Source: an optimization exercise on an open RTL-to-GDS flow (aim: small area). Production flows keep margins and buffers that such runs may drop.
The RTL was checked by simulation tests, not by an equivalence proof against the original design. No driver is modelled on the clock port, so clocking that relies on it looks cheaper here than on a real chip.

## pdm_top
module pdm_top (
	input  logic          clk_i,
	input  logic          rstn_i,
	output logic          pdm_clk_o,
    input  logic  [1:0]   cfg_pdm_ch_mode_i,
    input  logic  [9:0]   cfg_pdm_decimation_i,
    input  logic  [2:0]   cfg_pdm_shift_i,
    input  logic          cfg_pdm_en_i,
	input  logic          pdm_ch0_i,
	input  logic          pdm_ch1_i,
	output logic   [15:0] pcm_data_o,
	output logic          pcm_data_valid_o,
	input  logic          pcm_data_ready_i
);
	logic [1:0] s_ch_target;
	logic       s_data;
	logic       s_data_valid;
	logic       r_store_ch0;
	logic       r_store_ch1;
	logic       r_store_ch2;
	logic       r_store_ch3;
	logic       r_send_ch0;
	logic       r_send_ch1;
	logic       r_send_ch2;
	logic       r_send_ch3;
	logic       r_data_ch0;
	logic       r_data_ch1;
	logic       r_data_ch2;
	logic       r_data_ch3;
	logic       r_clk;
	logic       r_clk_dly;
	assign pdm_clk_o = r_clk;
	varcic #( 
  		.STAGES(5),
  		.ACC_WIDTH(51)
	) i_varcic (
  		.clk_i            ( clk_i                ),
  		.rstn_i           ( rstn_i               ),
  		.cfg_en_i         ( cfg_pdm_en_i         ),
  		.cfg_ch_num_i     ( s_ch_target          ),
  		.cfg_decimation_i ( cfg_pdm_decimation_i ),
  		.cfg_shift_i      ( cfg_pdm_shift_i      ),
  		.data_i           ( s_data               ),
  		.data_valid_i     ( s_data_valid         ),
  		.data_o           ( pcm_data_o           ),
  		.data_valid_o     ( pcm_data_valid_o     )
	);
	always_comb begin : proc_s_ch_target
		s_ch_target = 0;
		case(cfg_pdm_ch_mode_i)
			2'b00:
				s_ch_target = 0;
			2'b01:
				s_ch_target = 1;
			2'b10:
				s_ch_target = 1;
			2'b11:
				s_ch_target = 3;
		endcase  
	end
	always_ff @(posedge clk_i or negedge rstn_i) begin : proc_r_store
		if(~rstn_i) begin
			r_store_ch0 <= 1;
			r_store_ch1 <= 0;
			r_store_ch2 <= 0;
			r_store_ch3 <= 0;
			r_send_ch0  <= 0;
			r_send_ch1  <= 0;
			r_send_ch2  <= 0;
			r_send_ch3  <= 0;
			r_clk       <= 0;
			r_clk_dly   <= 0;
		end else begin
	  		if(cfg_pdm_en_i)
	  		begin
	        case(cfg_pdm_ch_mode_i)
	        	2'b00:
	        	begin
  ...
Settings: LEC_CHECK=0, CAP_MARGIN=20, CORE_MARGIN=2, CORE_UTILIZATION=65, CTS_BUF_LIST=sky130_fd_sc_hd__clkbuf_4, CTS_CLUSTER_DIAMETER=90, CTS_CLUSTER_SIZE=10, PLACE_DENSITY=0.75, SLEW_MARGIN=20; clock period 10.0 ns.
run.sh (not shown) runs the stock make flow with config.mk's settings and CLKGATE_MAP_FILE= SYNTH_SCRIPT=/design/flow/synth_recipe.tcl, a recipe that flattens the netlist after the stock synthesis.
The baseline ran to the end with no violations.
==> next run, changes <==
--- a/flow/config.mk
+++ b/flow/config.mk
@@ -10,5 +10,5 @@
 export CORE_UTILIZATION = 65
 export CTS_BUF_LIST = sky130_fd_sc_hd__clkbuf_4
-export CTS_CLUSTER_DIAMETER = 90
+export CTS_CLUSTER_DIAMETER = 60
 export CTS_CLUSTER_SIZE = 10
 export PLACE_DENSITY = 0.75
Worst setup slack is worse by 4.7 ps.
Sequential share of layout area decreases by 0.12 points.
Die area stays the same.
Global-route usage barely changes.
Fmax stays flat.
Area after synthesis does not change.
==> next run, changes <==
--- a/flow/config.mk
+++ b/flow/config.mk
@@ -9,7 +9,7 @@
 export CORE_MARGIN = 2
 export CORE_UTILIZATION = 65
-export CTS_BUF_LIST = sky130_fd_sc_hd__clkbuf_4
-export CTS_CLUSTER_DIAMETER = 60
-export CTS_CLUSTER_SIZE = 10
+export CTS_BUF_LIST = sky130_fd_sc_hd__clkbuf_16
+export CTS_CLUSTER_DIAMETER = 100
+export CTS_CLUSTER_SIZE = 33
 export PLACE_DENSITY = 0.75
 export SLEW_MARGIN = 20
After rerunning: The new run ran to the end with no violations; via count fell by 2.7%; routed wire length fell by 1.4%.
==> next run, changes <==
--- a/flow/config.mk
+++ b/flow/config.mk
@@ -11,5 +11,5 @@
 export CTS_BUF_LIST = sky130_fd_sc_hd__clkbuf_16
 export CTS_CLUSTER_DIAMETER = 100
-export CTS_CLUSTER_SIZE = 33
+export CTS_CLUSTER_SIZE = 36
 export PLACE_DENSITY = 0.75
 export SLEW_MARGIN = 20
The new run completed without violations.
Routed wire length stays flat.
Cell count stays flat.
Non-clock buffer count does not change.
Worst hold slack gets better by 16 ps.
Clock skew decreases by 9.9 ps.
Design area is about the same.
Synthesized cell count is unchanged.
Via count stays flat.
Area after synthesis is unchanged.
Worst setup slack gets better by 45 ps.
Utilization decreases by 0.15 points.

==> static timing again, ports no longer ideal <==
No port has a modelled driver above. Below, the same layouts with a new extraction and two added sets of constraints. Step 1 assumes that a clkbuf_16 drives the clock port and a buf_2 every other input. Step 2 times the ports against the registers' clock, not the clock port: input delays grow and output delays shrink by t, the midpoint of the rising clock arrivals with the driver on. Three values: no drivers, after step 1, after step 2; two values: the first two.
| run | shift t [ns] | setup slack, ns | worst setup path at the end | worst slew at a driven data input, ns |
|---|---|---|---|---|
| the first run | 1.186 | 0.704 / 0.704 / 0.704 | register to register | 0.04 |
| the second run | 1.206 | 0.699 / 0.699 / 0.699 | register to register | 0.04 |
| the third run | 0.745 | 0.685 / 0.685 / 0.685 | register to register | 0.04 |
| the fourth run | 0.740 | 0.730 / 0.730 / 0.730 | register to register | 0.04 |
After both steps setup and hold are still met in every run listed.
